Background: an optimization exercise with open tools, aiming at small area, a short achievable clock period and few clock cycles per item. Do not read the settings as production practice. Where RTL was checked, it was by simulation tests only, not by an equivalence proof against the original. The RTL of runs 2 to 8 was laid out without a check of its function. No activity file was given, so power comes from the tool's default toggle rates.

## flow/config.mk

```make
export PLATFORM = sky130hd
export DESIGN_NAME = top_without_mem
export DESIGN_NICKNAME = top_without_mem
export VERILOG_FILES = /design/flow/design.v
export SDC_FILE = /design/flow/constraint.sdc
export NUM_CORES = 4
export LEC_CHECK = 0
export CAP_MARGIN = 20
export CORE_MARGIN = 2
export CORE_UTILIZATION = 40
export SLEW_MARGIN = 20
```

## flow/constraint.sdc

```tcl
create_clock -name core_clock -period 6.5 [get_ports {clk}]
set_input_delay 1.3000 -clock core_clock [delete_from_list [all_inputs] [get_ports {clk}]]
set_output_delay 1.3000 -clock core_clock [all_outputs]
set_load 0.01 [all_outputs]
```

## flow/design.v

```verilog
module conv_single(input[8:0] kernel, input[8:0] window, output act_sign);
reg[8:0] conv_out;
reg[3:0] num_ones;
integer i;
always@(*) begin
	conv_out = kernel ~^ window;
	num_ones = 4'b0;
	for(i = 0; i < 9; i = i + 1)
		num_ones = num_ones + conv_out[i];
end
assign act_sign = (num_ones > 4'd4) ? 1'b1: 1'b0; 
endmodule
module pipelined_conv(
	input[15:0] input_row,
	input [8:0] weights,
	input[15:0] dim,
	input clk,
	output[13:0] conv_out);
reg[15:0] R1, R2, R3;
wire[15:0] sign_acts;
always @(posedge clk) begin
	R1 <= input_row;
	R2 <= R1;
	R3 <= R2;
end
conv_single u0(.kernel(weights), .window({R1[2:0], R2[2:0], R3[2:0]}), .act_sign(sign_acts[0]));
conv_single u1(.kernel(weights), .window({R1[3:1], R2[3:1], R3[3:1]}), .act_sign(sign_acts[1]));
conv_single u2(.kernel(weights), .window({R1[4:2], R2[4:2], R3[4:2]}), .act_sign(sign_acts[2]));
conv_single u3(.kernel(weights), .window({R1[5:3], R2[5:3], R3[5:3]}), .act_sign(sign_acts[3]));
conv_single u4(.kernel(weights), .window({R1[6:4], R2[6:4], R3[6:4]}), .act_sign(sign_acts[4]));
conv_single u5(.kernel(weights), .window({R1[7:5], R2[7:5], R3[7:5]}), .act_sign(sign_acts[5]));
conv_single u6(.kernel(weights), .window({R1[8:6], R2[8:6], R3[8:6]}), .act_sign(sign_acts[6]));
conv_single u7(.kernel(weights), .window({R1[9:7], R2[9:7], R3[9:7]}), .act_sign(sign_acts[7]));
conv_single u8(.kernel(weights), .window({R1[10:8], R2[10:8], R3[10:8]}), .act_sign(sign_acts[8]));
conv_single u9(.kernel(weights), .window({R1[11:9], R2[11:9], R3[11:9]}), .act_sign(sign_acts[9]));
conv_single u10(.kernel(weights), .window({R1[12:10], R2[12:10], R3[12:10]}), .act_sign(sign_acts[10]));
conv_single u11(.kernel(weights), .window({R1[13:11], R2[13:11], R3[13:11]}), .act_sign(sign_acts[11]));
conv_single u12(.kernel(weights), .window({R1[14:12], R2[14:12], R3[14:12]}), .act_sign(sign_acts[12]));
conv_single u13(.kernel(weights), .window({R1[15:13], R2[15:13], R3[15:13]}), .act_sign(sign_acts[13]));
assign conv_out = (dim == 16'd10) ?  {6'b0, sign_acts[7:0]} : ((dim == 16'd12) ? {4'b0, sign_acts[9:0]} : sign_acts);
endmodule
module controller(input reset_b,
		  input clk,
		  input dut_run,
		  input[15:0] input_mdr,
		  output reg busy, output_write_en,
		  output reg[11:0] weight_mar, input_mar, output_mar,
		  output reg[15:0] dim
		 );
reg[2:0] current_state;
reg[2:0] next_state;
reg[3:0] conv_count;
reg conv_count_in;
parameter Size10x10 = 2'b00;
parameter Size12x12 = 2'b01;
parameter Size16x16 = 2'b10;
reg[15:0] dim_in;
reg[15:0] input_mar_in;
reg[15:0] output_mar_in;
reg reset_conv_count;
parameter [2:0]
	RESTING = 3'b000,
	SU1 = 3'b001,
	SU2 = 3'b010,
	SU3 = 3'b011,
	SU4 = 3'b100,
	CONV_RUNNING = 3'b101;
always@(posedge clk)
	if(current_state == SU1) dim <= input_mdr;
always@(posedge clk or negedge reset_b)
	if(!reset_b) current_state <= RESTING;
	else current_state <= next_state;
always@(posedge clk or negedge reset_b)
	if(!reset_b) input_mar <= 12'h0;
	else input_mar <= input_mar_in;
always@(posedge clk or negedge reset_b)
	if(!reset_b) conv_count <= 4'b0;
	else conv_count <= reset_conv_count ? 4'b0 : conv_count + conv_count_in;
always@(posedge clk or negedge reset_b)
	if(!reset_b) output_mar <= 12'b0;
	else output_mar <= output_mar_in;
always@(current_state or dut_run or conv_count)
begin
busy = 1'b1;
output_write_en = 1'b0;
output_mar_in = 0;
input_mar_in = 0;
conv_count_in = 0;
reset_conv_count = 0;
weight_mar = 12'h01;
case(current_state)
RESTING:
	begin
	input_mar_in = 0;
	reset_conv_count = 1;
	busy = 1'b0;
	if(dut_run) begin
		next_state = SU1;
		input_mar_in = 2;
	end
	else next_state = RESTING;
	end
SU1:
	begin
	input_mar_in = input_mar+1;
	output_mar_in = output_mar;
	if(input_mdr == 16'h00) next_state = RESTING;
	else next_state = SU2;
	end
SU2: begin
	input_mar_in = input_mar+1;
	output_mar_in = output_mar;
	next_state = SU3;
    end
SU3: begin
	input_mar_in = input_mar+1;
	output_mar_in = output_mar;
	next_state = SU4;
    end
SU4: begin
	input_mar_in = input_mar+1;
	output_mar_in = output_mar;
	next_state = CONV_RUNNING;
    end
CONV_RUNNING: begin
	input_mar_in = input_mar+1;
	output_mar_in = output_mar+1;
	output_write_en = 1;
	if(conv_count < dim - 3) begin
		conv_count_in = 1;
		next_state = CONV_RUNNING;
	end
	else begin
		reset_conv_count = 1;
		conv_count_in = 0;
		next_state = SU1;
	end
    end
default: next_state = RESTING;
endcase
end
endmodule
module top_without_mem(input dut_run, reset_b, clk,
		       output dut_busy,
		       input[15:0] sram_dut_read_data, wmem_dut_read_data,
		       output[15:0] dut_sram_write_data, 
		       output[11:0] dut_sram_write_address, dut_sram_read_address,
		       output[11:0] dut_wmem_read_address, output dut_sram_write_enable
			);
wire[15:0] dim;
wire[13:0] conv_out;
controller u1(.reset_b(reset_b), .clk(clk), .dut_run(dut_run),
		.input_mdr(sram_dut_read_data), .busy(dut_busy),
		.weight_mar(dut_wmem_read_address),
		.input_mar(dut_sram_read_address),
		.output_mar(dut_sram_write_address),
		.dim(dim),
		.output_write_en(dut_sram_write_enable));
pipelined_conv u2(.input_row(sram_dut_read_data), .weights(wmem_dut_read_data[8:0]),
		 .dim(dim), .clk(clk), .conv_out(conv_out));
assign dut_sram_write_data = {2'b0, conv_out};
endmodule
```

## flow/run.sh

```bash
#!/bin/bash
# synth_recipe.tcl (not shown) runs the flow's synth.tcl, then flattens the netlist and writes it again
# the make line also repeats each setting of config.mk as NAME=value (left out here)
make -C /OpenROAD-flow-scripts/flow DESIGN_CONFIG=/design/flow/config.mk WORK_HOME=/design/flow/orfs CLKGATE_MAP_FILE= SYNTH_SCRIPT=/design/flow/synth_recipe.tcl finish
```

==> results of run 1 <==
-- cell usage in the layout, fill, tap and decap left out, types with 16 or more instances in the layout --
cell type | synthesis | final
xnor2_1 | 51 | 45
dfrtp_1 | 31 | 31
edfxtp_1 | 16 | 16
fa_1 | 70 | 60
dfxtp_1 | 48 | 48
a21oi_1 | 34 | 33
nor2_1 | 24 | 22
xor2_1 | 90 | 82
ha_1 | 38 | 38
clkdlybuf4s50_1 | 0 | 50
nand2_1 | 26 | 26
inv_1 | 74 | 74
buf_4 | 22 | 18
o21ai_0 | 42 | 33
-- routing by layer --
layer / routed length (µm) / vias up / global-route usage (%)
met5: 0 / - / 0
met3: 787 / 19 / 3.952
li1: - / 2260 / -
met1: 6603 / 2315 / 22.55
met4: 191 / 0 / 3.877
met2: 7305 / 118 / 29.06
-- worst max-delay path, cell delays in order --
cell and delay, ns:
dlygate4sd2_1 0.27, buf_4 0.17, xnor2_2 0.15, fa_1 0.49, inv_1 0.06, fa_1 0.50
fa_1 0.54, inv_1 0.06, fa_2 0.39, fa_1 0.51, nor2_2 0.05, o21ai_0 0.14
a21oi_1 0.10, nor2_2 0.17, buf_2 0.16
-- flip-flops by register name (all words and copies together) (netlist names) --
name and flops:
u1.dim 16, u1.conv_count 4, u2.R1 16, u2.R2 16
u1.current_state 3, u1.output_mar 12, u2.R3 16, u1.input_mar 12
-- layout make-up --
class	count	area [µm²]	share of cell area (%)
Timing Repair Buffer	93	865.8	10.37
Inverter	74	277.8	3.327
Clock inverter	7	70.07	0.8392
Tap cell	225	281.5	3.372
Sequential cell	95	2217	26.55
Clock buffer	9	225.2	2.697
Multi-Input combinational cell	466	4412	52.84
-- what timing repair did --
item,4_1_cts,5_1_grt
pin swaps,14,10
endpoints found under the setup margin,14,14
cloned,0,0
setup buffers,1,1
gates resized for setup,59,32
-- power by group through the flow --
stage / registers (µW) / logic, µW / clock network [µW]
floorplan: 645 / 943 / 0
global placement: 651 / 1210 / 0
detailed placement: 651 / 1290 / 0
CTS: 639 / 1230 / 543
global route: 642 / 1440 / 576
finish: 640 / 1240 / 526
-- kinds of logic (layout without fill, tap and decap cells) --
family          after synthesis  count (layout)  share of synthesized area (%)
other cells                   2              14                         0.1076
xor+xnor                    141             141                          17.69
flops                        95              95                          31.76
simple gates                101             101                          7.401
buf+inv                     121             183                          7.921
compound gates              102             102                          8.244
fa+ha+maj                   108             108                          26.88
-- metrics by stage --
step / utilization [%] / area, µm²
finish: 48.61 / 8349
global route: 48.61 / 8349
floorplan: - / 7027
global placement: 46.22 / 7939
CTS: 48.29 / 8294
detailed placement: 46.22 / 7939
-- worst max path at each step --
stage | from | to | slack, ns
4_1_cts | wmem_dut_read_data[1] | dut_sram_write_data[5] | 0.02
3_3_place_gp | wmem_dut_read_data[0] | dut_sram_write_data[12] | -0.55
2_1_floorplan | wmem_dut_read_data[0] | dut_sram_write_data[2] | 0.004
3_5_place_dp | wmem_dut_read_data[0] | dut_sram_write_data[0] | -0.62
6_report | wmem_dut_read_data[3] | dut_sram_write_data[12] | 0.14
5_1_grt | wmem_dut_read_data[1] | dut_sram_write_data[12] | -0.02
==> results.json, run 1 <==
{
  "outcome": "timing/DRC/antenna clean",
  "setup_tns_ns": 0,
  "rows": 48,
  "holdBufCountCts": 0,
  "rr_endpoint": "u1.conv_count[2]",
  "hold_violations": 0,
  "gp_congestion": 0.8078,
  "die_w_um": 136.1,
  "min_path_cells": 0,
  "syn-instance-count": 670,
  "relSlewSlack_pct": 37.23,
  "clock_power_share_pct": 21.9,
  "tightestPinTransition_ns": 0.9330,
  "synth.top_cell.area_share_pct": 20.07,
  "grt_pass1_vias": 5029,
  "h-tree-depth": 3,
  "ys_seq_area_share_pct": 31.76,
  "min_period_over_period_pct": 97.91,
  "timing.final.ws_setup_ns": 0.1356,
  "insertion_delay_ns": 0.34,
  "drt-total-wl_mm": 14.89,
  "grt_use_total_pct": 17.22,
  "setup_viol_count_final": 0,
  "hold_path_end": "u2.R2[15]",
  "place_inst": 951,
  "synth_edf_count": 16,
  "power_switching_uw": 912.6,
  "dp_slack_ns": -0.6240,
  "vdd_drop_max_mv": 0.1723,
  "wire_per_inst_um": 15.36,
  "clk_pin_slew_ns": 0.06,
  "worst-r2r-setup-slack_ns": 3.42,
  "firstDrtPassIters": 4,
  "dieArea_mm2": 0.01853,
  "grt_overflow": 0,
  "ys_async_sr_fraction_pct": 32.63,
  "hp-class": "reg2reg",
  "grt_max_degree": 32,
  "nNetsFinal": 882,
  "synth_most_common_cell": "xor2_1",
  "io_pins": 89,
  "power_density_mw_per_mm2": 288.2,
  "pwr-share-seq_pct": 26.6,
  "synth_top_area_cell": "fa_1",
  "ys_types": 42,
  "crit_required_ns": 5.20,
  "drc": 0,
  "port_buffers": 67,
  "path_class": "in2out",
  "r2r_cells": 12,
  "cts_tree": "yes",
  "fin_hold_ws_ns": 0.3659,
  "power_uw": 2407,
  "grt_pass1_wl_mm": 24.98,
  "yosysWarnings": 5,
  "hp-start": "u2.R1[15]",
  "place_hpwl_mm": 11.50,
  "drt.antenna.violating_nets": 0,
  "end_kind": "output pin",
  "drt_iter0_drc": 143,
  "coreArea_mm2": 0.01718,
  "diodes": 0,
  "fin_skew_ns": 0.004250,
  "p_int_uw": 1494,
  "syn-cell-area_mm2": 0.006982,
  "die_y_um": 136.1,
  "ys.flop_type": "dfxtp_1",
  "arrival_ns": 5.06,
  "cts_max_path_buffers": 2,
  "syn_to_final_growth_pct": 19.59,
  "p_sw_share_pct": 37.92,
  "cts_sinks": 95,
  "crit_path_start_kind": "input pin",
  "comb_power_share_pct": 51.5,
  "fin_crit_ns": 6.364,
  "drv_cap": 0,
  "ys_top_cells_by_area": "fa_1 (20%), dfxtp_1 (14%), xor2_1 (11%)",
  "cts_made_buffers": 9,
  "max_freq_mhz": 157.1,
  "grt_antenna_before_repair": 0,
  "fillers": 1580,
  "vias": 4712,
  "cts_root_buffer": "clkbuf_16",
  "final_cells": 969,
  "maxSlewViolCount": 0,
  "via_per_inst": 4.863,
  "path_max_fanout": 4,
  "start_util_pct": 40.65,
  "avgSynthCellArea_um2": 10.42,
  "ys_ff_latch": 95,
  "timing.rr.start": "u1.dim[0]",
  "yosys-top-cells-count": "xor2_1 (90), inv_1 (74), fa_1 (70)",
  "drive_gt1_share_pct": 11.29,
  "leakagePower_uw": 0.003625
}
Testbench counts, summed over its fixed seeds: cycles 45,676, items 33,100.
==> inputs of run 2 (changes only) <==
==> flow/design.v (replaced) <==
module conv_single(input [8:0] kernel, input [8:0] window, output act_sign);
wire [8:0] m = kernel ~^ window;
wire sa = m[0] ^ m[1] ^ m[2];
wire ca = (m[0] & m[1]) | (m[0] & m[2]) | (m[1] & m[2]);
wire sb = m[3] ^ m[4] ^ m[5];
wire cb = (m[3] & m[4]) | (m[3] & m[5]) | (m[4] & m[5]);
wire e5 = ca & cb & (sa | sb);
wire e4 = (ca & cb) | ((ca | cb) & sa & sb);
wire e3 = (ca & cb) | ((ca | cb) & (sa | sb));
wire e2 = ca | cb | (sa & sb);
wire l1 = m[6] | m[7] | m[8];
wire l2 = (m[6] & m[7]) | (m[6] & m[8]) | (m[7] & m[8]);
wire l3 = m[6] & m[7] & m[8];
assign act_sign = e5 | (e4 & l1) | (e3 & l2) | (e2 & l3);
endmodule
module pipelined_conv(
	input clk,
	input [15:0] input_row,
	input [8:0] weights_in,
	input m12, m16,		 
	output reg [13:0] conv_out);
reg [15:0] R1, R2;
reg [8:0] K;
wire [13:0] sign_acts;
always @(posedge clk) begin
	R1 <= input_row;
	R2 <= R1;
	K <= weights_in;
end
genvar k;
generate
	for (k = 0; k < 14; k = k + 1) begin : g_conv
		conv_single u(.kernel(K),
			.window({input_row[k+2:k], R1[k+2:k], R2[k+2:k]}),
			.act_sign(sign_acts[k]));
	end
endgenerate
always @(posedge clk)
	conv_out <= {sign_acts[13:10] & {4{m16}}, sign_acts[9:8] & {2{m12}}, sign_acts[7:0]};
endmodule
module controller(input reset_b,
		  input clk,
		  input dut_run,
		  input [15:0] input_mdr,
		  output reg busy,
		  output reg output_write_en,
		  output reg [11:0] input_mar,
		  output reg [11:0] output_mar,
		  output reg m12, m16
		 );
localparam [1:0] ROW = 2'd0, DIMA = 2'd1, DIMD = 2'd2, DONE = 2'd3;
reg [1:0] st;
reg [3:0] c;		 
reg v;			 
wire idle = !busy;
wire is_row = busy && st == ROW;
wire is_dimd = busy && st == DIMD;
wire zero = input_mdr == 16'd0;
wire last = c[3] & c[0] & (!m12 | c[1] & (!m16 | c[2]));
always @(posedge clk or negedge reset_b)
	if (!reset_b) begin
		busy <= 1'b0;
		st <= ROW;
		v <= 1'b0;
		output_write_en <= 1'b0;
	end else begin
		v <= is_row && (c[3] | c[2] | c[1]);
		output_write_en <= v;
		if (idle) begin
			busy <= dut_run;
			st <= zero ? DONE : ROW;
		end else case (st)
			ROW: if (last) st <= DIMA;
			DIMA: st <= DIMD;
			DIMD: begin
				st <= ROW;
				if (zero) busy <= 1'b0;
			end
			DONE: busy <= 1'b0;
		endcase
	end
always @(posedge clk) begin
	if (idle) input_mar <= {10'd0, dut_run, 1'b0};
	else input_mar <= input_mar + {10'd0, is_row & last, !(is_row & last)};
	if (idle) output_mar <= 12'd0;
	else if (output_write_en) output_mar <= output_mar + 12'd1;
	c <= (is_row | is_dimd) ? c + 4'd1 : 4'd0;
	if (idle | is_dimd) begin
		m16 <= input_mdr[4];
		m12 <= input_mdr[4] | input_mdr[2];
	end
end
endmodule
module top_without_mem(input dut_run, reset_b, clk,
		       output dut_busy,
		       input[15:0] sram_dut_read_data, wmem_dut_read_data,
		       output[15:0] dut_sram_write_data,
		       output[11:0] dut_sram_write_address, dut_sram_read_address,
		       output[11:0] dut_wmem_read_address, output dut_sram_write_enable
			);
wire m12, m16;
wire [13:0] conv_out;
controller u1(.reset_b(reset_b), .clk(clk), .dut_run(dut_run),
		.input_mdr(sram_dut_read_data), .busy(dut_busy),
		.output_write_en(dut_sram_write_enable),
		.input_mar(dut_sram_read_address),
		.output_mar(dut_sram_write_address),
		.m12(m12), .m16(m16));
pipelined_conv u2(.clk(clk), .input_row(sram_dut_read_data),
		.weights_in(wmem_dut_read_data[8:0]),
		.m12(m12), .m16(m16), .conv_out(conv_out));
assign dut_wmem_read_address = 12'd1;
assign dut_sram_write_data = {2'b0, conv_out};
endmodule
--- a/flow/config.mk
+++ b/flow/config.mk
@@ -8,4 +8,5 @@
 export CAP_MARGIN = 20
 export CORE_MARGIN = 2
 export CORE_UTILIZATION = 40
+export SETUP_SLACK_MARGIN = 0
 export SLEW_MARGIN = 20
==> results.json, run 2 <==
{
  "outcome": "timing/DRC/antenna clean",
  "hold_violations": 0,
  "largest_registers": "u2.R1: 16 flops, u2.R2: 16 flops, u2.conv_out: 14 flops",
  "vdd_drop_max_mv": 0.2246,
  "post-cts-setup-buffers": 0,
  "wire_per_inst_um": 15.59,
  "drt.antenna.violating_nets": 0,
  "insertion_delay_ns": 0.35,
  "max_stage_delay_ns": 0.92,
  "rsz0062_at_grt": "no",
  "pwr-share-seq_pct": 35.1,
  "grt_antenna_before_repair": 0,
  "synthAdderAreaFrac_pct": 13.34,
  "cts_root_buffer": "clkbuf_16",
  "power_density_mw_per_mm2": 310.3,
  "path_class": "reg2out",
  "ys_async_sr_fraction_pct": 5.556,
  "nNetsFinal": 751,
  "fin_crit_ns": 3.253,
  "cts_tree": "yes",
  "slowest_stage": "dfrtp_1",
  "dp_slack_ns": 3.085,
  "max_freq_mhz": 307.4,
  "start_util_pct": 40.75,
  "ys_top_cells_by_area": "dfxtp_1 (28%), xnor2_1 (14%), fa_1 (9.8%)",
  "grt_pass1_wl_mm": 22.79,
  "relSlewSlack_pct": 24.82,
  "synth_top_area_cell": "dfxtp_1",
  "drive_gt1_share_pct": 3.947,
  "h-tree-depth": 3,
  "dieArea_mm2": 0.01574,
  "cts_sinks": 90,
  "power_switching_uw": 726.5,
  "clock_power_share_pct": 26.8,
  "tightestPinTransition_ns": 1.126,
  "setup_viol_count_final": 0,
  "layout_commonest_cell": "xnor2_1",
  "ys_types": 55,
  "synth_top_family_by_area": "XOR/XNOR gates",
  "gp_congestion": 0.7930,
  "place_hpwl_mm": 9.726,
  "p_sw_share_pct": 33.52,
  "timing.rr.start": "u2.K[3]",
  "startpoint": "u1.busy",
  "path_max_fanout": 34,
  "grt_use_total_pct": 17.82,
  "p_int_uw": 1441,
  "coreArea_mm2": 0.01448,
  "synthSimpleGateAreaFrac_pct": 14.21,
  "synth_edf_count": 2,
  "synth-compound-area-share_pct": 14.25,
  "syn_to_final_growth_pct": 18.36,
  "fin_skew_ns": 0.003954,
  "hp-class": "reg2reg",
  "timing.final.ws_setup_ns": 3.247,
  "avgSynthCellArea_um2": 9.471,
  "drc": 0,
  "synth_xor_area_share_pct": 22.22,
  "drv_cap": 0,
  "grt_overflow": 0,
  "die_y_um": 125.5,
  "grt_pass1_vias": 4732,
  "grt_max_degree": 35,
  "yosys-top-cells-count": "xnor2_1 (92), dfxtp_1 (83), xor2_1 (54)",
  "final_cell_mix": "xnor2_1 (92), dfxtp_1 (83), clkdlybuf4s50_1 (67), xor2_1 (54), nand2_1 (39)",
  "crit_path_start_kind": "flip-flop",
  "cts_made_buffers": 9,
  "cts_max_path_buffers": 2,
  "die_w_um": 125.5,
  "min_period_over_period_pct": 50.04,
  "cts_resized": 0,
  "leakagePower_uw": 0.002667,
  "ys_seq_area_share_pct": 31.30,
  "synth.top_cell.area_share_pct": 28.16,
  "ys_ff_latch": 90,
  "synth_most_common_cell": "xnor2_1",
  "path_cells": "clkdlybuf4s50_1",
  "worst-path-buf-inv": 1,
  "drt-total-wl_mm": 13.53,
  "crit_required_ns": 5.20,
  "io_pins": 89,
  "drt_iter0_drc": 272,
  "port_buffers": 67,
  "ys.flop_type": "dfxtp_1",
  "vias": 4619,
  "arrival_ns": 1.95,
  "clk_pin_slew_ns": 0.06,
  "setup_tns_ns": 0,
  "end_kind": "output pin",
  "fillers": 1377,
  "firstDrtPassIters": 4,
  "comb_power_share_pct": 38.2,
  "hp-start": "u1.v",
  "syn-cell-area_mm2": 0.005901,
  "rows": 44,
  "via_per_inst": 5.321,
  "diodes": 0,
  "syn-instance-count": 623,
  "holdBufCountCts": 0,
  "maxSlewViolCount": 0,
  "critical-path-top-delay-family": "flip-flops",
  "muxShareOfSynthArea_pct": 0.7209,
  "yosysWarnings": 2
}
run 2: cell types whose count changed in the layout (fill, tap and decap cells not counted), sizes merged, moves of 17 or more:
cell,previous run,this run
fa,70,29
ha,38,8
xor2,90,56
and2,3,25
dfrtp,31,5
clkdlybuf4s50,50,67
buf,33,1
xnor2,51,92
inv,77,7
o21ai,42,11
dfxtp,48,83
run 2: per-layer routing:
metal  GRT usage, %  part of all wire, %
met3          5.135                  6.0
met1          20.97                   42
met2          30.84                   50
met5              0                    0
met4          6.536                  2.2
run 2: area by class of cell:
cell class | instances | area [µm²] | share of cell area [%]
clock buffers | 12 | 256.5 | 3.673
flip-flops and latches | 90 | 1847 | 26.44
well taps | 184 | 230.2 | 3.296
repair buffers | 68 | 678.2 | 9.710
multi-input cells | 503 | 3872 | 55.45
inverters | 7 | 26.28 | 0.3762
clock inverters | 4 | 73.82 | 1.057
run 2: through the flow:
stage | cells | instance area [µm²] | hold WS [ns] | total power [µW] | utilization (%)
3_3_place_gp | 852 | 6654 | 0.3436 | 1556 | 45.96
6_report | 868 | 6984 | 0.3596 | 2167 | 48.24
5_1_grt | 868 | 6984 | 0.3744 | 2318 | 48.24
4_1_cts | 868 | 6984 | 0.3603 | 2187 | 48.24
2_1_floorplan | 635 | 5946 | 0.3312 | 1327 | -
3_5_place_dp | 852 | 6654 | 0.3427 | 1594 | 45.96
run 2: power by group through the flow:
stage,clock network [µW],registers (µW),logic (µW)
finish,580,760,827
global route,622,779,917
CTS,598,763,826
detailed placement,0,773,821
global placement,0,770,786
floorplan,0,758,569
run 2: path summary, 6_finish.rpt:
check	endpoint	slack (ns)	depth (start not counted)
worst max-delay path	dut_busy	3.25	1
worst min-delay path	u1.output_write_en	0.36	0
worst max register to register	u2.conv_out[2]	3.71	5
worst min register to register	u1.output_write_en	0.36	0
max in group asynchronous	u1.busy	5.15	1
min in group asynchronous	u1.v	1.16	1
run 2: kinds of logic after synthesis:
family                     after synthesis
adders and majority gates               47
DFF                                     90
buffers and inverters                   42
AOI/OAI and AO/OA                      125
and+or+nand+nor                        165
other                                    2
muxes                                    4
xor gates and xnor gates               148
==> inputs of run 3 (changes only) <==
--- a/flow/config.mk
+++ b/flow/config.mk
@@ -8,5 +8,5 @@
 export CAP_MARGIN = 20
 export CORE_MARGIN = 2
 export CORE_UTILIZATION = 40
-export SETUP_SLACK_MARGIN = 0
+export SETUP_SLACK_MARGIN = 4
 export SLEW_MARGIN = 20
==> results.json, run 3 <==
{
  "largest_registers": "u2.R1: 16 flops, u2.R2: 16 flops, u2.conv_out: 14 flops",
  "ys_async_sr_fraction_pct": 5.556,
  "grt_antenna_before_repair": 0,
  "grt_pass1_vias": 4651,
  "drc": 0,
  "synthAdderAreaFrac_pct": 13.34,
  "crit_path_start_kind": "input pin",
  "firstDrtPassIters": 5,
  "clk_pin_slew_ns": 0.07,
  "port_buffers": 67,
  "place_hpwl_mm": 9.530,
  "synth-compound-area-share_pct": 14.25,
  "coreArea_mm2": 0.01448,
  "io_pins": 89,
  "synth_top_area_cell": "dfxtp_1",
  "wl_met2_mm": 6.685,
  "topRoutingLayerUsed": "met4",
  "path_class": "in2reg",
  "muxShareOfSynthArea_pct": 0.7209,
  "diodes": 0,
  "gp_congestion": 0.8094,
  "drt.antenna.violating_nets": 0,
  "min_period_over_period_pct": 37.84,
  "synthSimpleGateAreaFrac_pct": 14.21,
  "setup_viol_count_final": 0,
  "ys_ff_latch": 90,
  "drv_cap": 0,
  "rsz0062_at_grt": "yes",
  "vdd_drop_max_mv": 0.1925,
  "dieArea_mm2": 0.01574,
  "drt-total-wl_mm": 13.64,
  "grt_pass1_wl_mm": 22.67,
  "setup_tns_ns": 0,
  "end_kind": "flip-flop",
  "multi_input_area_mm2": 0.003998,
  "ys_types": 55,
  "layout_commonest_cell": "xnor2_1",
  "clock_power_share_pct": 27.9,
  "yosysWarnings": 2,
  "ys_seq_area_share_pct": 31.30,
  "cts_tree": "yes",
  "syn-cell-area_mm2": 0.005901,
  "worst-r2r-setup-slack_ns": 4.10,
  "cts_sinks": 90,
  "cts_made_buffers": 9,
  "ys.flop_type": "dfxtp_1",
  "insertion_delay_ns": 0.35,
  "ys_top_cells_by_area": "dfxtp_1 (28%), xnor2_1 (14%), fa_1 (9.8%)",
  "vias": 4625,
  "crit_required_ns": 6.74,
  "arrival_ns": 2.70,
  "grt_max_degree": 18,
  "comb_power_share_pct": 38.3,
  "crit_end": "u2.conv_out[4]",
  "synth_xor_area_share_pct": 22.22,
  "leakagePower_uw": 0.002939,
  "rows": 44,
  "nNetsFinal": 756,
  "power_density_mw_per_mm2": 304.7,
  "regArea_mm2": 0.001872,
  "grt_use_total_pct": 17.72,
  "startpoint": "sram_dut_read_data[6]",
  "path_max_fanout": 5,
  "p_sw_share_pct": 33.83,
  "syn-instance-count": 623,
  "start_util_pct": 40.75,
  "tightestPinTransition_ns": 1.094,
  "outcome": "timing/DRC/antenna clean",
  "hp-class": "reg2reg",
  "wire_per_inst_um": 15.63,
  "cts_root_buffer": "clkbuf_16",
  "met3_length_um": 697,
  "pwr-share-seq_pct": 33.8,
  "r2r_cells": 5,
  "grt_overflow": 0,
  "relSlewSlack_pct": 26.96,
  "via_per_inst": 5.298,
  "fin_hold_ws_ns": 0.3625,
  "die_y_um": 125.5,
  "timing.rr.start": "u2.K[2]",
  "fillers": 1340,
  "drt_iter0_drc": 215,
  "hold_violations": 0,
  "max_freq_mhz": 406.6,
  "syn_to_final_growth_pct": 21.25,
  "synth.top_cell.area_share_pct": 28.16,
  "power_switching_uw": 737.6,
  "maxSlewViolCount": 0,
  "rr_endpoint": "u2.conv_out[2]",
  "yosys-top-cells-count": "xnor2_1 (92), dfxtp_1 (83), xor2_1 (54)",
  "fin_crit_ns": 2.459,
  "synth_most_common_cell": "xnor2_1",
  "p_int_uw": 1443,
  "final_cell_mix": "xnor2_1 (90), dfxtp_1 (75), xor2_1 (49), dlygate4sd2_1 (41), nand2_1 (39)",
  "drive_gt1_share_pct": 8.128,
  "avgSynthCellArea_um2": 9.471,
  "die_w_um": 125.5,
  "fin_skew_ns": 0.006685,
  "synth_top_family_by_area": "XOR/XNOR gates",
  "h-tree-depth": 3,
  "cts_max_path_buffers": 2,
  "synth_edf_count": 2,
  "m1WireLength_mm": 5.942
}
## run 3: power groups by stage
stage          clock [µW]  combinational [µW]  sequential (µW)
2_1_floorplan           0                 573              758
3_3_place_gp            0                 793              768
3_5_place_dp            0                 826              770
4_1_cts               621                 837              740
5_1_grt               644                 928              752
6_report              608                 835              738
## run 3: logic make-up after synthesis
kind of cell	count (synthesis)
compound gates	125
xor+xnor	148
fa+ha+maj	47
buf+inv	42
flops	90
mux	4
other cells	2
simple gates	165
## run 3: routing by layer
metal  vias to the layer above  global-route usage, %
met1                      2227                  21.47
li1                       2248                      -
met3                        25                  4.493
met4                         0                  6.863
met2                       125                  30.24
met5                         -                      0
## run 3: layout make-up
type                    count  area share (%)
flip-flops and latches     90           26.16
well taps                 184           3.218
inverters                   7          0.3673
repair buffers             73           9.496
clock inverters             3          0.9444
clock buffers              13           3.935
multi-input cells         503           55.88
## run 3: how the worst min path moves through the flow
stage	start	to	slack [ns]	cells past startpoint
after detailed placement	u1.v	u1.output_write_en	0.35	0
final	u1.v	u1.output_write_en	0.36	0
after floorplan	u1.v	u1.output_write_en	0.33	0
after global routing	u2.R1[0]	u2.R2[0]	0.37	0
after global placement	u1.v	u1.output_write_en	0.34	0
after CTS	u1.v	u1.output_write_en	0.36	0
## run 3: worst max-delay path, stage by stage
cell and delay, ns:
clkbuf_4 0.18, xor2_2 0.20, nand2_1 0.11, maj3_2 0.32, maj3_2 0.30, a221o_1 0.28
## run 3: per-stage QoR
stage	total power, µW	worst slack, ns	instance area (µm²)	utilization, %	cells
after floorplan	1331	3.973	6017	-	635
after global placement	1561	3.115	6725	46.45	853
after detailed placement	1596	3.073	6725	46.45	853
after CTS	2199	3.875	7091	48.97	873
after global routing	2325	3.991	7154	49.41	873
final	2180	4.041	7154	49.41	873
## run 3: what timing repair did
item / CTS / global route
buffers inserted: 4 / 0
hold buffers: 0 / 0
resized for setup: 79 / 22
endpoints found under the setup margin: 54 / 16
==> inputs of run 4 (changes only) <==
--- a/flow/config.mk
+++ b/flow/config.mk
@@ -8,5 +8,5 @@
 export CAP_MARGIN = 20
 export CORE_MARGIN = 2
 export CORE_UTILIZATION = 40
-export SETUP_SLACK_MARGIN = 4
+export SETUP_SLACK_MARGIN = 4.6
 export SLEW_MARGIN = 20
==> results.json, run 4 <==
{
  "cts_root_buffer": "clkbuf_16",
  "synth_most_common_cell": "xnor2_1",
  "firstDrtPassIters": 5,
  "start_util_pct": 40.75,
  "largest_registers": "u2.R1: 16 flops, u2.R2: 16 flops, u2.conv_out: 14 flops",
  "path_class": "in2reg",
  "outcome": "timing/DRC/antenna clean",
  "ys_ff_latch": 90,
  "ys_async_sr_fraction_pct": 5.556,
  "coreArea_mm2": 0.01448,
  "grt_pass1_vias": 5488,
  "vdd_drop_max_mv": 0.2143,
  "place_area_mm2": 0.007442,
  "fin_hold_ws_ns": 0.3550,
  "max_stage_delay_ns": 0.31,
  "timing.rr.start": "u2.K[3]",
  "vias": 5190,
  "worst-path-buf-inv": 1,
  "clk_pin_slew_ns": 0.07,
  "syn_to_final_growth_pct": 58.86,
  "gp_congestion": 0.7830,
  "dieArea_mm2": 0.01574,
  "hold_violations": 0,
  "path_max_fanout": 4,
  "arrival_ns": 2.52,
  "power_density_mw_per_mm2": 270.4,
  "rsz0062_at_grt": "yes",
  "ys_seq_area_share_pct": 31.30,
  "yosys-top-cells-count": "xnor2_1 (92), dfxtp_1 (83), xor2_1 (54)",
  "cp_common_cell": "maj3_2",
  "fillers": 1099,
  "die_y_um": 125.5,
  "max_freq_mhz": 437.2,
  "crit_path_start_kind": "input pin",
  "place_inst": 856,
  "ys_top_cells_by_area": "dfxtp_1 (28%), xnor2_1 (14%), fa_1 (9.8%)",
  "min_path_cells": 0,
  "crit_required_ns": 6.73,
  "drt_iter0_drc": 200,
  "grt_pass1_wl_mm": 27.52,
  "diodes": 0,
  "hp-start": "u1.v",
  "cts_made_buffers": 9,
  "ys_types": 55,
  "place_hpwl_mm": 10.34,
  "fin_area_mm2": 0.009374,
  "drc": 0,
  "min_period_over_period_pct": 35.19,
  "leakagePower_uw": 0.003811,
  "relSlewSlack_pct": 53.24,
  "ys.flop_type": "dfxtp_1",
  "setup_viol_count_final": 0,
  "synth.top_cell.area_share_pct": 28.16,
  "cts_tree": "yes",
  "port_buffers": 67,
  "end_kind": "flip-flop",
  "tightestPinTransition_ns": 0.7014,
  "avgSynthCellArea_um2": 9.471,
  "synth_edf_count": 2,
  "drv_cap": 0,
  "layout_commonest_cell": "buf_4",
  "cts_max_path_buffers": 2,
  "path_cells": "buf_12 -> xor2_4 -> nand2_2 -> maj3_2 -> maj3_2 -> a221o_1",
  "insertion_delay_ns": 0.35,
  "syn-instance-count": 623,
  "nNetsFinal": 855,
  "drt.antenna.violating_nets": 0,
  "h-tree-depth": 3,
  "via_per_inst": 5.340,
  "slowest_stage": "maj3_2",
  "io_pins": 89,
  "drive_gt1_share_pct": 47.72,
  "maxSlewViolCount": 0,
  "drt-total-wl_mm": 16.71,
  "holdBufCountCts": 0,
  "cp_num_cells": 6,
  "synth_top_area_cell": "dfxtp_1",
  "grt_use_total_pct": 21.61,
  "critical-path-top-delay-family": "adder cells",
  "startpoint": "sram_dut_read_data[3]",
  "rows": 44,
  "fin_skew_ns": 0.007360,
  "grt_antenna_before_repair": 0,
  "yosysWarnings": 2,
  "wire_per_inst_um": 17.19,
  "hp-class": "reg2reg",
  "r2r_cells": 6,
  "final_cell_mix": "buf_4 (83), buf_6 (45), dfxtp_1 (44), xnor2_2 (35), xnor2_1 (35)",
  "syn-cell-area_mm2": 0.005901,
  "final_cells": 972,
  "die_w_um": 125.5,
  "fin_crit_ns": 2.287,
  "postLayoutCoreUtil_pct": 64.74,
  "setup_tns_ns": 0,
  "grt_max_degree": 18,
  "grt_overflow": 0,
  "cts_sinks": 90
}
==> run 4: changes by cell type in the layout (fill, tap and decap cells not counted), sizes merged <==
cell           change
buf              +152
clkbuf             -3
clkdlybuf4s15      -1
clkinv             +3
clkinvlp           -1
dlygate4sd2       -41
dlymetal6s2s      -10
==> run 4: layout make-up <==
class                      instances  area (µm²)  share of cell area [%]
timing repair buffer             172        1698                   18.11
multi-input combinational        503        5165                   55.10
tap                              184       230.2                   2.456
clock buffer                      11       242.7                   2.589
sequential                        90        1931                   20.60
clock inverter                     5       78.83                  0.8409
inverter                           7       28.78                  0.3070
==> run 4: final timing paths <==
path	slack, ns	end
min reg2reg	0.36	u1.output_write_en
min in group asynchronous	1.16	u1.busy
max reg2reg	4.26	u2.conv_out[4]
max	4.21	u2.conv_out[2]
min	0.36	u1.output_write_en
max in group asynchronous	5.13	u1.busy
==> run 4: cells by family (layout without fill, tap and decap cells) <==
family                   after synthesis  in the layout  share of synthesized area [%]
AO/OA/AOI/OAI                        125            125                          14.25
AND/OR/NAND/NOR                      165            165                          14.21
other                                  2             14                         0.1273
adder cells (fa/ha/maj)               47             47                          13.34
multiplexers                           4              4                         0.7209
flip-flops                            90             90                          31.30
buffers and inverters                 42            195                          3.838
XOR/XNOR                             148            148                          22.22
==> run 4: worst reg2reg max path, cell delays in order (launching register included) <==
cell and delay [ns]:
dfxtp_4 0.37, buf_12 0.14, xnor2_1 0.21, fa_1 0.49, maj3_2 0.33, maj3_2 0.29, a221o_1 0.29
==> run 4: what timing repair did <==
item,in CTS,in global routing
cloned,0,1
setup buffers,86,13
gates resized for setup,404,66
endpoints found under the setup margin,78,68
pin swaps,72,53
==> run 4: per-layer routing <==
metal	share of wire [%]	vias up	GRT usage, %
met2	52	149	37.93
li1	-	2465	-
met1	42	2544	26.42
met4	2.0	0	6.993
met5	0	-	0
met3	4.1	32	4.621
==> run 4: through the flow <==
stage	setup slack [ns]	power (µW)
2_1_floorplan	3.973	1400
3_3_place_gp	3.031	1637
3_5_place_dp	3.016	1680
4_1_cts	4.229	2452
5_1_grt	4.179	2690
6_report	4.213	2535
==> run 4: where the power goes <==
part           switching, µW  internal, µW
registers               77.8           667
clock network            226           347
logic                    579           638
total                    882          1650
==> inputs of run 5 (changes only) <==
--- a/flow/config.mk
+++ b/flow/config.mk
@@ -8,5 +8,5 @@
 export CAP_MARGIN = 20
 export CORE_MARGIN = 2
 export CORE_UTILIZATION = 40
-export SETUP_SLACK_MARGIN = 4.6
+export SETUP_SLACK_MARGIN = 4.3
 export SLEW_MARGIN = 20
==> results.json, run 5 <==
{
  "yosysWarnings": 2,
  "crit_required_ns": 6.74,
  "worst-r2r-setup-slack_ns": 4.26,
  "hp-class": "reg2reg",
  "grt_overflow": 0,
  "min_path_cells": 0,
  "cts_sinks": 90,
  "clk_pin_slew_ns": 0.07,
  "die_y_um": 125.5,
  "holdBufCountCts": 0,
  "clock_power_share_pct": 25.4,
  "hold_path_end": "u2.R2[15]",
  "drt.antenna.violating_nets": 0,
  "syn_to_final_growth_pct": 30.77,
  "h-tree-depth": 3,
  "hold_violations": 0,
  "fin_skew_ns": 0.007253,
  "crit_path_start_kind": "input pin",
  "largest_registers": "u2.R1: 16 flops, u2.R2: 16 flops, u2.conv_out: 14 flops",
  "synth.top_cell.area_share_pct": 28.16,
  "place_hpwl_mm": 9.990,
  "power_density_mw_per_mm2": 289.3,
  "p_int_uw": 1438,
  "ys_seq_area_share_pct": 31.30,
  "drive_gt1_share_pct": 30.41,
  "max_freq_mhz": 434.5,
  "critical-path-top-delay-family": "adder cells",
  "power_switching_uw": 793.9,
  "firstDrtPassIters": 4,
  "synth_top_area_cell": "dfxtp_1",
  "yosys-top-cells-count": "xnor2_1 (92), dfxtp_1 (83), xor2_1 (54)",
  "pwr-share-seq_pct": 32.5,
  "final_cell_mix": "xnor2_1 (79), buf_4 (66), dfxtp_1 (52), xor2_1 (49), buf_2 (41)",
  "via_per_inst": 5.272,
  "end_kind": "flip-flop",
  "io_pins": 89,
  "rr_endpoint": "u2.conv_out[2]",
  "ys_top_cells_by_area": "dfxtp_1 (28%), xnor2_1 (14%), fa_1 (9.8%)",
  "dieArea_mm2": 0.01574,
  "min_period_over_period_pct": 35.41,
  "fin_crit_ns": 2.302,
  "setup_tns_ns": 0,
  "hp-start": "u2.R1[15]",
  "max_stage_delay_ns": 0.30,
  "port_buffers": 67,
  "cts_made_buffers": 9,
  "fillers": 1288,
  "worst-path-buf-inv": 1,
  "diodes": 0,
  "p_sw_share_pct": 35.57,
  "arrival_ns": 2.54,
  "grt_use_total_pct": 19.45,
  "ys_ff_latch": 90,
  "slowest_stage": "maj3_2",
  "synth_edf_count": 2,
  "rows": 44,
  "r2r_cells": 5,
  "coreArea_mm2": 0.01448,
  "timing.final.ws_setup_ns": 4.198,
  "cts_tree": "yes",
  "path_max_fanout": 4,
  "synth_most_common_cell": "xnor2_1",
  "drv_cap": 0,
  "regArea_mm2": 0.001918,
  "rsz0062_at_grt": "yes",
  "grt_pass1_wl_mm": 24.66,
  "drt-total-wl_mm": 15.17,
  "path_cells": "buf_12 -> xor2_2 -> nand2_1 -> maj3_2 -> maj3_2 -> a221o_1",
  "ys_types": 55,
  "comb_power_share_pct": 42.0,
  "grt_max_degree": 18,
  "gp_congestion": 0.7665,
  "cts_root_buffer": "clkbuf_16",
  "drt_iter0_drc": 287,
  "syn-instance-count": 623,
  "start_util_pct": 40.75,
  "cp_common_cell": "maj3_2",
  "grt_pass1_vias": 5145,
  "cts_max_path_buffers": 2,
  "vias": 4940,
  "grt_antenna_before_repair": 0,
  "layout_commonest_cell": "xnor2_1",
  "setup_viol_count_final": 0,
  "insertion_delay_ns": 0.35,
  "wire_per_inst_um": 16.19,
  "path_class": "in2reg",
  "leakagePower_uw": 0.003196,
  "syn-cell-area_mm2": 0.005901,
  "nNetsFinal": 820,
  "avgSynthCellArea_um2": 9.471,
  "timing.rr.start": "u2.K[3]",
  "dp_slack_ns": 2.989,
  "vdd_drop_max_mv": 0.1674,
  "maxSlewViolCount": 0,
  "drc": 0,
  "ys_async_sr_fraction_pct": 5.556,
  "multi_input_area_mm2": 0.004174,
  "ys.flop_type": "dfxtp_1",
  "outcome": "timing/DRC/antenna clean",
  "die_w_um": 125.5
}
[run 5: kinds of logic after synthesis]
family	after synthesis	share of synthesized area, %
AOI/OAI and AO/OA	125	14.25
xor gates and xnor gates	148	22.22
adders and majority gates	47	13.34
buffers and inverters	42	3.838
DFF	90	31.30
muxes	4	0.7209
other	2	0.1273
and+or+nand+nor	165	14.21
[run 5: repair_timing]
| item | in CTS | in global routing |
|---|---|---|
| pin swaps | 18 | 24 |
| setup endpoints to repair | 69 | 31 |
| setup buffers | 52 | 15 |
| gates resized for setup | 299 | 54 |
[run 5: how the worst max path moves through the flow]
stage | from | end | slack, ns | cells past startpoint
5_1_grt | sram_dut_read_data[3] | u2.conv_out[2] | 4.17 | 6
4_1_cts | sram_dut_read_data[4] | u2.conv_out[2] | 4.22 | 6
6_report | sram_dut_read_data[5] | u2.conv_out[4] | 4.20 | 6
3_3_place_gp | sram_dut_read_data[4] | u2.conv_out[2] | 2.97 | 6
2_1_floorplan | sram_dut_read_data[5] | u2.conv_out[4] | 3.97 | 5
3_5_place_dp | sram_dut_read_data[4] | u2.conv_out[2] | 2.99 | 6
[run 5: power by group through the flow]
stage               Clock (µW)  Sequential (µW)  Combinational, µW
global placement             0              764                801
CTS                        585              727                904
global route               608              739               1040
floorplan                    0              758                578
finish                     567              726                939
detailed placement           0              766                836
[run 5: metal layers]
| metal | vias to the layer above | GRT usage, % | part of all wire (%) |
|---|---|---|---|
| met1 | 2404 | 21.61 | 41 |
| met3 | 28 | 4.536 | 4.5 |
| met5 | - | 0 | 0 |
| met2 | 126 | 35.45 | 53 |
| li1 | 2382 | - | - |
| met4 | 0 | 8.170 | 2.2 |
[run 5: final cells by class]
class | count | share of cell area, %
multi-input cells | 503 | 54.09
repair buffers | 137 | 13.60
flip-flops and latches | 90 | 24.86
clock buffers | 10 | 3.097
inverters | 7 | 0.3405
clock inverters | 6 | 1.022
well taps | 184 | 2.984
[run 5: per-stage QoR]
stage                     util, %  cell area, µm²  instances  total power [µW]  hold WS (ns)
after floorplan                 -            6081        635              1336        0.3312
after detailed placement    46.61            6749        854              1602        0.3412
after global routing        53.29            7716        937              2384        0.3773
final                       53.29            7716        937              2232        0.3668
after global placement      46.61            6749        854              1565        0.3369
after CTS                   51.84            7506        922              2216        0.3647
==> inputs of run 6 (changes only) <==
--- a/flow/design.v
+++ b/flow/design.v
@@ -19,19 +19,20 @@
 	input [8:0] weights_in,
 	input m12, m16,		 
 	output reg [13:0] conv_out);
-reg [15:0] R1, R2;
+reg [15:0] R1, R2, R3;
 reg [8:0] K;
 wire [13:0] sign_acts;
 always @(posedge clk) begin
 	R1 <= input_row;
 	R2 <= R1;
+	R3 <= R2;
 	K <= weights_in;
 end
 genvar k;
 generate
 	for (k = 0; k < 14; k = k + 1) begin : g_conv
 		conv_single u(.kernel(K),
-			.window({input_row[k+2:k], R1[k+2:k], R2[k+2:k]}),
+			.window({R1[k+2:k], R2[k+2:k], R3[k+2:k]}),
 			.act_sign(sign_acts[k]));
 	end
 endgenerate
@@ -51,7 +52,7 @@
 localparam [1:0] ROW = 2'd0, DIMA = 2'd1, DIMD = 2'd2, DONE = 2'd3;
 reg [1:0] st;
 reg [3:0] c;		 
-reg v;			 
+reg v0, v;		 
 wire idle = !busy;
 wire is_row = busy && st == ROW;
 wire is_dimd = busy && st == DIMD;
@@ -61,10 +62,12 @@
 	if (!reset_b) begin
 		busy <= 1'b0;
 		st <= ROW;
+		v0 <= 1'b0;
 		v <= 1'b0;
 		output_write_en <= 1'b0;
 	end else begin
-		v <= is_row && (c[3] | c[2] | c[1]);
+		v0 <= is_row && (c[3] | c[2] | c[1]);
+		v <= v0;
 		output_write_en <= v;
 		if (idle) begin
 			busy <= dut_run;
@@ -73,8 +76,7 @@
 			ROW: if (last) st <= DIMA;
 			DIMA: st <= DIMD;
 			DIMD: begin
-				st <= ROW;
-				if (zero) busy <= 1'b0;
+				st <= zero ? DONE : ROW;
 			end
 			DONE: busy <= 1'b0;
 		endcase
--- a/flow/config.mk
+++ b/flow/config.mk
@@ -8,5 +8,5 @@
 export CAP_MARGIN = 20
 export CORE_MARGIN = 2
 export CORE_UTILIZATION = 40
-export SETUP_SLACK_MARGIN = 4.3
+export SETUP_SLACK_MARGIN = 4.0
 export SLEW_MARGIN = 20
==> results.json, run 6 <==
{
  "place_hpwl_mm": 9.770,
  "avgSynthCellArea_um2": 10.03,
  "p_sw_share_pct": 34.15,
  "ys_types": 53,
  "crit_path_start_kind": "flip-flop",
  "grt_util_met2_pct": 28.97,
  "setup_viol_count_final": 0,
  "setup_tns_ns": 0,
  "grt_pass1_vias": 4637,
  "vias": 4520,
  "max_freq_mhz": 405.4,
  "ys_ff_latch": 107,
  "maxSlewViolCount": 0,
  "arrival_ns": 2.77,
  "rows": 45,
  "grt_pass1_wl_mm": 22.16,
  "die_y_um": 127.8,
  "wire_per_inst_um": 15.64,
  "largest_registers": "u2.R1: 16 flops, u2.R2: 16 flops, u2.R3: 16 flops",
  "fin_crit_ns": 2.467,
  "clk_pin_slew_ns": 0.08,
  "path_class": "reg2reg",
  "grt_antenna_before_repair": 0,
  "gp_congestion": 0.7541,
  "grt-busiest-layer": "met2",
  "coreArea_mm2": 0.01509,
  "dieArea_mm2": 0.01632,
  "ys_seq_area_share_pct": 35.78,
  "start_util_pct": 40.61,
  "io_pins": 89,
  "ys_top_cells_by_area": "dfxtp_1 (32%), xnor2_1 (11%), xor2_1 (9.9%)",
  "hold_violations": 0,
  "power_switching_uw": 781.6,
  "vdd_drop_max_mv": 0.2709,
  "synth_most_common_cell": "dfxtp_1",
  "drv_cap": 0,
  "rsz0062_at_grt": "yes",
  "p_int_uw": 1507,
  "synth_top_area_cell": "dfxtp_1",
  "min_period_over_period_pct": 37.95,
  "clock_power_share_pct": 26.0,
  "tightestPinTransition_ns": 0.7459,
  "synth.top_cell.area_share_pct": 32.35,
  "pwr-share-seq_pct": 37.7,
  "hp-class": "reg2reg",
  "ys_async_sr_fraction_pct": 5.607,
  "crit_required_ns": 6.80,
  "grtUsageMet1_pct": 20.26,
  "cts_sinks": 107,
  "final_cell_mix": "dfxtp_1 (78), xnor2_1 (68), xor2_1 (49), nor2_1 (43), dlygate4sd2_1 (41)",
  "end_kind": "flip-flop",
  "drt-total-wl_mm": 13.75,
  "relSlewSlack_pct": 50.22,
  "h-tree-depth": 3,
  "insertion_delay_ns": 0.36,
  "firstDrtPassIters": 4,
  "leakagePower_uw": 0.003101,
  "met3_usage_pct": 5.342,
  "syn_to_final_growth_pct": 24.22,
  "via_per_inst": 5.142,
  "comb_power_share_pct": 36.3,
  "cts_max_path_buffers": 2,
  "power_density_mw_per_mm2": 300.8,
  "yosys-top-cells-count": "dfxtp_1 (99), xnor2_1 (77), xor2_1 (69)",
  "yosysWarnings": 2,
  "nNetsFinal": 758,
  "die_w_um": 127.8,
  "power_uw": 2289,
  "postLayoutCoreUtil_pct": 50.44,
  "syn-cell-area_mm2": 0.006127,
  "syn-instance-count": 611,
  "cts_tree": "yes",
  "layout_commonest_cell": "dfxtp_1",
  "cts_made_buffers": 9,
  "drt_iter0_drc": 167,
  "grt_use_total_pct": 17.26,
  "outcome": "timing/DRC/antenna clean",
  "drc": 0,
  "diodes": 0,
  "drt.antenna.violating_nets": 0,
  "synth_edf_count": 2,
  "drive_gt1_share_pct": 16.50,
  "grt_max_degree": 25,
  "port_buffers": 67,
  "ys.flop_type": "dfxtp_1",
  "grt_overflow": 0,
  "cts_root_buffer": "clkbuf_16",
  "fin_skew_ns": 0.008560,
  "path_max_fanout": 7
}
-- run 6: cell count changes in the layout (fill, tap and decap cells not counted), moves of 10 or more --
cell / delta
dfxtp_1: +26
buf_4: -47
clkdlybuf4s50_1: +13
nand2_1: -16
xor2_2: +16
nor2_1: +11
and2_1: -24
a31oi_1: -10
maj3_1: +13
o22ai_1: -11
dlygate4sd2_1: +41
buf_2: -41
inv_1: +14
xnor2_1: -11
-- run 6: what timing repair did --
action	in CTS	in global routing
gates cloned	0	0
resized for setup	68	45
endpoints found under the setup margin	54	13
setup buffers	15	7
hold buffers	0	0
pin swaps	2	22
-- run 6: power groups by stage --
stage               clock network (µW)  registers (µW)  logic, µW
floorplan                            0             872        556
global placement                     0             888        756
detailed placement                   0             893        795
CTS                                617             863        790
global route                       640             878        921
finish                             596             863        830
-- run 6: final timing paths --
| check | start | endpoint | slack, ns | depth (start not counted) |
|---|---|---|---|---|
| max | u2.K[0] | u2.conv_out[11] | 4.03 | 7 |
| min | u1.v0 | u1.v | 0.35 | 0 |
| max reg2reg | u2.K[0] | u2.conv_out[11] | 4.03 | 7 |
| min reg2reg | u1.v0 | u1.v | 0.35 | 0 |
| max in group asynchronous | reset_b | u1.busy | 5.10 | 1 |
| min in group asynchronous | reset_b | u1.v | 1.17 | 1 |
-- run 6: final cells by class --
type,count,area [µm²]
Multi-Input combinational cell,459,3926
Sequential cell,107,2236
Timing Repair Buffer,89,809.5
Fill cell,1352,7478
Inverter,20,75.07
Clock inverter,6,78.83
Tap cell,188,235.2
Clock buffer,10,250.2
-- run 6: cells by family after synthesis --
family	Yosys count	share of synthesized area [%]
and+or+nand+nor	132	10.21
muxes	4	0.6943
AOI/OAI and AO/OA	94	10.23
xor gates and xnor gates	147	21.14
buffers and inverters	57	5.432
other	2	0.1226
DFF	107	35.78
adders and majority gates	68	16.40
-- run 6: critical path, stage by stage (launching register included) --
cell and delay (ns):
dfxtp_4 0.46, xor2_1 0.22, fa_1 0.46, or2_1 0.25, maj3_1 0.36, maj3_1 0.36
a21oi_1 0.15, o21a_1 0.14
-- run 6: routing by layer --
layer	wire (µm)	part of all wire, %	up-vias
met4	363	2.6	0
met1	5891	43	2213
met3	809	5.9	27
met2	6681	49	113
met5	0	0	-
li1	-	-	2167
-- run 6: stage by stage --
| stage | std cells | hold WS, ns | cell area (µm²) | setup WS, ns |
|---|---|---|---|---|
| floorplan | 623 | 0.3312 | 6252 | 3.996 |
| global placement | 841 | 0.3443 | 6843 | 3.310 |
| detailed placement | 841 | 0.3425 | 6843 | 3.287 |
| CTS | 872 | 0.3556 | 7312 | 3.975 |
| global route | 879 | 0.3644 | 7611 | 3.954 |
| finish | 879 | 0.3544 | 7611 | 4.033 |
==> inputs of run 7 (changes only) <==
--- a/flow/config.mk
+++ b/flow/config.mk
@@ -8,5 +8,5 @@
 export CAP_MARGIN = 20
 export CORE_MARGIN = 2
 export CORE_UTILIZATION = 40
-export SETUP_SLACK_MARGIN = 4.0
+export SETUP_SLACK_MARGIN = 4.3
 export SLEW_MARGIN = 20
==> results.json, run 7 <==
{
  "max_freq_mhz": 422.4,
  "synth_most_common_cell": "dfxtp_1",
  "layout_commonest_cell": "dfxtp_1",
  "firstDrtPassIters": 4,
  "regArea_mm2": 0.002276,
  "multi_input_area_mm2": 0.004335,
  "min_period_over_period_pct": 36.42,
  "holdBufCountCts": 0,
  "r2r_cells": 9,
  "grt_overflow": 0,
  "setup_viol_count_final": 0,
  "power_density_mw_per_mm2": 283.2,
  "ys_ff_latch": 107,
  "port_buffers": 67,
  "final_cells": 926,
  "p_sw_share_pct": 34.57,
  "avgSynthCellArea_um2": 10.03,
  "insertion_delay_ns": 0.36,
  "yosysWarnings": 2,
  "arrival_ns": 2.67,
  "crit_path_start_kind": "flip-flop",
  "final_cell_mix": "dfxtp_1 (58), buf_4 (54), xnor2_1 (44), xor2_1 (43), nor2_1 (42)",
  "tightestPinTransition_ns": 0.7580,
  "via_per_inst": 5.028,
  "drt.antenna.violating_nets": 0,
  "hp-class": "reg2reg",
  "cts_sinks": 107,
  "syn_to_final_growth_pct": 35.59,
  "clk_pin_slew_ns": 0.07,
  "leakagePower_uw": 0.003468,
  "synth_top_area_cell": "dfxtp_1",
  "drt-total-wl_mm": 14.17,
  "ys.flop_type": "dfxtp_1",
  "place_inst": 842,
  "fin_skew_ns": 0.006905,
  "path_max_fanout": 6,
  "vias": 4656,
  "ys_types": 53,
  "die_y_um": 127.8,
  "synth-compound-area-share_pct": 10.23,
  "yosys-top-cells-count": "dfxtp_1 (99), xnor2_1 (77), xor2_1 (69)",
  "hold_violations": 0,
  "synth_edf_count": 2,
  "pwr-share-seq_pct": 36.7,
  "io_pins": 89,
  "fin_crit_ns": 2.367,
  "largest_registers": "u2.R1: 16 flops, u2.R2: 16 flops, u2.R3: 16 flops",
  "cts_made_buffers": 9,
  "fin_hold_ws_ns": 0.3628,
  "dp_slack_ns": 3.289,
  "drc": 0,
  "synth.top_cell.area_share_pct": 32.35,
  "cts_tree": "yes",
  "power_switching_uw": 813.4,
  "min_path_cells": 0,
  "grt_use_total_pct": 18.12,
  "cts_max_path_buffers": 2,
  "ys_top_cells_by_area": "dfxtp_1 (32%), xnor2_1 (11%), xor2_1 (9.9%)",
  "syn-cell-area_mm2": 0.006127,
  "vdd_drop_max_mv": 0.2019,
  "relSlewSlack_pct": 49.41,
  "grt_antenna_before_repair": 1,
  "grt_max_degree": 25,
  "ys_seq_area_share_pct": 35.78,
  "rsz0062_at_grt": "yes",
  "syn-instance-count": 611,
  "postLayoutCoreUtil_pct": 55.06,
  "nNetsFinal": 804,
  "crit_required_ns": 6.80,
  "drv_cap": 0,
  "clock_power_share_pct": 22.1,
  "start_util_pct": 40.61,
  "h-tree-depth": 3,
  "coreArea_mm2": 0.01509,
  "p_int_uw": 1540,
  "gp_congestion": 0.7926,
  "rows": 45,
  "drt_iter0_drc": 163,
  "wire_per_inst_um": 15.30,
  "cts_root_buffer": "clkbuf_16",
  "synthSimpleGateAreaFrac_pct": 10.21,
  "die_w_um": 127.8,
  "synth_top_family_by_area": "XOR/XNOR gates",
  "synthAdderAreaFrac_pct": 16.40,
  "timing.final.ws_setup_ns": 4.133,
  "synth_xor_area_share_pct": 21.14,
  "comb_power_share_pct": 41.2,
  "setup_tns_ns": 0,
  "ys_async_sr_fraction_pct": 5.607,
  "end_kind": "flip-flop",
  "muxShareOfSynthArea_pct": 0.6943,
  "fillers": 1314,
  "place_hpwl_mm": 9.608,
  "drive_gt1_share_pct": 38.67,
  "maxSlewViolCount": 0,
  "grt_pass1_wl_mm": 23.31,
  "dieArea_mm2": 0.01632,
  "path_class": "reg2reg",
  "outcome": "timing/DRC/antenna clean",
  "grt_pass1_vias": 4760
}
==> run 7: logic make-up (layout without fill, tap and decap cells) <==
| group | after synthesis | in the layout |
|---|---|---|
| xor+xnor | 147 | 147 |
| simple gates | 132 | 132 |
| flops | 107 | 107 |
| compound gates | 94 | 94 |
| fa+ha+maj | 68 | 68 |
| buf+inv | 57 | 171 |
| mux | 4 | 4 |
| other cells | 2 | 15 |
==> run 7: power by group through the flow <==
stage,logic [µW],clock network [µW],registers [µW]
2_1_floorplan,586,0,875
3_3_place_gp,785,0,890
3_5_place_dp,818,0,892
4_1_cts,929,543,866
5_1_grt,1080,563,876
6_report,970,521,863
==> run 7: metrics by stage <==
stage          cell area [µm²]  power (µW)
6_report                  8308        2353
5_1_grt                   8308        2515
4_1_cts                   8150        2338
3_5_place_dp              7072        1711
3_3_place_gp              7072        1675
2_1_floorplan             6568        1461
==> run 7: metal layers <==
layer	GRT usage (%)	vias to the layer above	share of wire (%)
met4	5.947	0	2.3
met1	21.37	2260	42
li1	-	2265	-
met5	0	-	0
met3	5.801	24	5.5
met2	31.33	107	50
==> run 7: final timing paths <==
| check | from | slack [ns] | endpoint |
|---|---|---|---|
| worst max-delay path | u2.K[4] | 4.13 | u2.conv_out[12] |
| worst min-delay path | u1.v | 0.36 | u1.output_write_en |
| worst max register to register | u2.K[4] | 4.13 | u2.conv_out[12] |
| worst min register to register | u1.v | 0.36 | u1.output_write_en |
| max in group asynchronous | reset_b | 5.12 | u1.busy |
| min in group asynchronous | reset_b | 1.17 | u1.v |
==> run 7: layout make-up <==
cell class | count | area share (%)
Antenna cell | 1 | 0.03012
Clock buffer | 9 | 2.711
Clock inverter | 7 | 0.6024
Inverter | 20 | 0.9036
Multi-Input combinational cell | 459 | 52.18
Sequential cell | 107 | 27.39
Tap cell | 188 | 2.831
Timing Repair Buffer | 135 | 13.34
==> run 7: worst max-delay path, cell delays in order, from the launching register on <==
cell and delay [ns]:
dfxtp_2 0.33, buf_12 0.14, buf_4 0.14, xor2_2 0.14, fa_1 0.46, or2_1 0.27, maj3_2 0.31, maj3_2 0.30
a21oi_2 0.11, o21a_1 0.12
==> run 7: timing repair <==
| item | 4_1_cts | 5_1_grt |
|---|---|---|
| setup endpoints to repair | 63 | 36 |
| setup buffers | 53 | 14 |
| pin swaps | 63 | 31 |
| resized for setup | 294 | 40 |
| gates cloned | 0 | 0 |
==> inputs of run 8 (changes only) <==
--- a/flow/design.v
+++ b/flow/design.v
@@ -1,17 +1,16 @@
 module conv_single(input [8:0] kernel, input [8:0] window, output act_sign);
 wire [8:0] m = kernel ~^ window;
-wire sa = m[0] ^ m[1] ^ m[2];
-wire ca = (m[0] & m[1]) | (m[0] & m[2]) | (m[1] & m[2]);
-wire sb = m[3] ^ m[4] ^ m[5];
-wire cb = (m[3] & m[4]) | (m[3] & m[5]) | (m[4] & m[5]);
-wire e5 = ca & cb & (sa | sb);
-wire e4 = (ca & cb) | ((ca | cb) & sa & sb);
-wire e3 = (ca & cb) | ((ca | cb) & (sa | sb));
-wire e2 = ca | cb | (sa & sb);
-wire l1 = m[6] | m[7] | m[8];
-wire l2 = (m[6] & m[7]) | (m[6] & m[8]) | (m[7] & m[8]);
-wire l3 = m[6] & m[7] & m[8];
-assign act_sign = e5 | (e4 & l1) | (e3 & l2) | (e2 & l3);
+wire s1 = m[0] ^ m[1] ^ m[2];
+wire c1 = (m[0] & m[1]) | (m[0] & m[2]) | (m[1] & m[2]);
+wire s2 = m[3] ^ m[4] ^ m[5];
+wire c2 = (m[3] & m[4]) | (m[3] & m[5]) | (m[4] & m[5]);
+wire s3 = m[6] ^ m[7] ^ m[8];
+wire c3 = (m[6] & m[7]) | (m[6] & m[8]) | (m[7] & m[8]);
+wire u = s1 ^ s2 ^ s3;
+wire w = (s1 & s2) | (s1 & s3) | (s2 & s3);
+wire p = c1 ^ c2 ^ c3;
+wire q = (c1 & c2) | (c1 & c3) | (c2 & c3);
+assign act_sign = (q & (p | w | u)) | (u & p & w);
 endmodule
 module pipelined_conv(
 	input clk,
--- a/flow/config.mk
+++ b/flow/config.mk
@@ -8,5 +8,5 @@
 export CAP_MARGIN = 20
 export CORE_MARGIN = 2
 export CORE_UTILIZATION = 40
-export SETUP_SLACK_MARGIN = 4.3
+export SETUP_SLACK_MARGIN = 4.2
 export SLEW_MARGIN = 20
==> results.json, run 8 <==
{
  "cts_max_path_buffers": 2,
  "syn-instance-count": 551,
  "grt_max_degree": 21,
  "grt_use_total_pct": 16.28,
  "power_uw": 2415,
  "hp-class": "reg2reg",
  "grt_antenna_before_repair": 1,
  "fin_skew_ns": 0.007144,
  "firstDrtPassIters": 4,
  "h-tree-depth": 3,
  "grt_pass1_wl_mm": 20.72,
  "arrival_ns": 0.99,
  "insertion_delay_ns": 0.36,
  "place_hpwl_mm": 8.924,
  "ys_top_cells_by_area": "dfxtp_1 (32%), fa_1 (23%), xor2_1 (13%)",
  "crit_required_ns": 5.20,
  "critical-path-top-delay-family": "flip-flops",
  "max_freq_mhz": 437.3,
  "holdBufCountCts": 0,
  "yosysWarnings": 2,
  "fin_crit_ns": 2.287,
  "start_util_pct": 40.86,
  "drt_iter0_drc": 102,
  "cts_root_buffer": "clkbuf_16",
  "avgSynthCellArea_um2": 11.27,
  "timing.final.ws_setup_ns": 4.213,
  "wire_per_inst_um": 15.31,
  "synth_edf_count": 2,
  "drt-total-wl_mm": 12.89,
  "outcome": "timing/DRC/antenna clean",
  "drt.antenna.violating_nets": 0,
  "max_stage_delay_ns": 0.49,
  "ys.flop_type": "dfxtp_1",
  "drive_gt1_share_pct": 20.83,
  "path_cells": "clkbuf_2",
  "vdd_drop_max_mv": 0.2196,
  "drv_cap": 0,
  "synth_top_area_cell": "dfxtp_1",
  "final_cell_mix": "xor2_1 (88), fa_1 (70), dfxtp_1 (69), xnor2_1 (53), inv_1 (37)",
  "syn_to_final_growth_pct": 26.13,
  "via_per_inst": 4.658,
  "ys_ff_latch": 107,
  "die_w_um": 128.6,
  "die_y_um": 128.6,
  "slowest_stage": "dfrtp_4",
  "fin_area_mm2": 0.007834,
  "ys_types": 39,
  "crit_path_start_kind": "flip-flop",
  "leakagePower_uw": 0.003359,
  "power_density_mw_per_mm2": 308.3,
  "clk_pin_slew_ns": 0.08,
  "end_kind": "output pin",
  "min_period_over_period_pct": 35.18,
  "fin_hold_ws_ns": 0.3535,
  "layout_commonest_cell": "xor2_1",
  "synth.top_cell.area_share_pct": 31.91,
  "path_max_fanout": 3,
  "rsz0062_at_grt": "yes",
  "ys_async_sr_fraction_pct": 5.607,
  "grt_overflow": 0,
  "cts_sinks": 107,
  "grt_pass1_vias": 4117,
  "setup_tns_ns": 0,
  "synth_most_common_cell": "dfxtp_1",
  "drc": 0,
  "hold_violations": 0,
  "coreArea_mm2": 0.01520,
  "gp_congestion": 0.7441,
  "maxSlewViolCount": 0,
  "worst-path-buf-inv": 1,
  "dp_slack_ns": 3.365,
  "syn-cell-area_mm2": 0.006211,
  "port_buffers": 67,
  "cts_tree": "yes",
  "rows": 45,
  "cts_made_buffers": 9,
  "dieArea_mm2": 0.01654,
  "ys_seq_area_share_pct": 35.29,
  "nNetsFinal": 762,
  "largest_registers": "u2.R1: 16 flops, u2.R2: 16 flops, u2.R3: 16 flops",
  "yosys-top-cells-count": "dfxtp_1 (99), xor2_1 (93), fa_1 (71)",
  "path_class": "reg2out",
  "setup_viol_count_final": 0,
  "place_area_mm2": 0.006957,
  "vias": 3922,
  "io_pins": 89
}
[run 8: where the power goes]
part           leakage (µW)  total [µW]  internal [µW]  switching, µW
logic               0.00227         982            498            484
clock network      0.000151         564            284            280
registers          0.000934         869            780           89.5
total               0.00336        2410           1560            854
[run 8: kinds of logic (layout without fill, tap and decap cells)]
kind of cell | Yosys count | in the layout | share of synthesized area (%)
XOR/XNOR | 146 | 146 | 20.59
AND/OR/NAND/NOR | 78 | 78 | 7.051
flip-flops | 107 | 107 | 35.29
adder cells (fa/ha/maj) | 79 | 79 | 24.50
buffers and inverters | 75 | 165 | 5.600
AO/OA/AOI/OAI | 60 | 60 | 6.165
other | 2 | 15 | 0.1209
multiplexers | 4 | 4 | 0.6849
[run 8: cell type report]
class                      instances  area [µm²]
sequential                       107        2282
clock inverter                     6       62.56
fill                            1362        7368
antenna                            1       2.502
timing repair buffer             111        1046
tap                              188       235.2
inverter                          38       142.6
clock buffer                      10       239.0
multi-input combinational        381        3824
[run 8: through the flow]
stage	cells	util [%]
after detailed placement	781	45.76
after CTS	800	48.56
final	842	51.53
after global placement	781	45.76
after global routing	842	51.53
after floorplan	563	-
[run 8: per-layer routing]
| layer | up-vias | GRT usage, % | share of wire [%] |
|---|---|---|---|
| li1 | 1896 | - | - |
| met1 | 1937 | 20.68 | 43 |
| met2 | 82 | 27.78 | 51 |
| met3 | 7 | 4.782 | 4.6 |
| met4 | 0 | 3.453 | 0.70 |
| met5 | - | 0 | 0 |
[run 8: final timing paths]
kind | depth (start not counted) | to | slack [ns] | from
min in group asynchronous | 1 | u1.st[1] | 1.18 | reset_b
setup reg to reg | 8 | u2.conv_out[1] | 4.24 | u2.K[0]
hold reg to reg | 0 | u1.output_write_en | 0.35 | u1.v
setup / recovery | 1 | dut_busy | 4.21 | u1.busy
hold / removal | 0 | u1.output_write_en | 0.35 | u1.v
max in group asynchronous | 1 | u1.busy | 5.08 | reset_b
[run 8: repair_timing]
action	4_1_cts	5_1_grt
pin swaps	5	7
gates resized for setup	147	34
endpoints found under the setup margin	62	36
buffers inserted	3	41
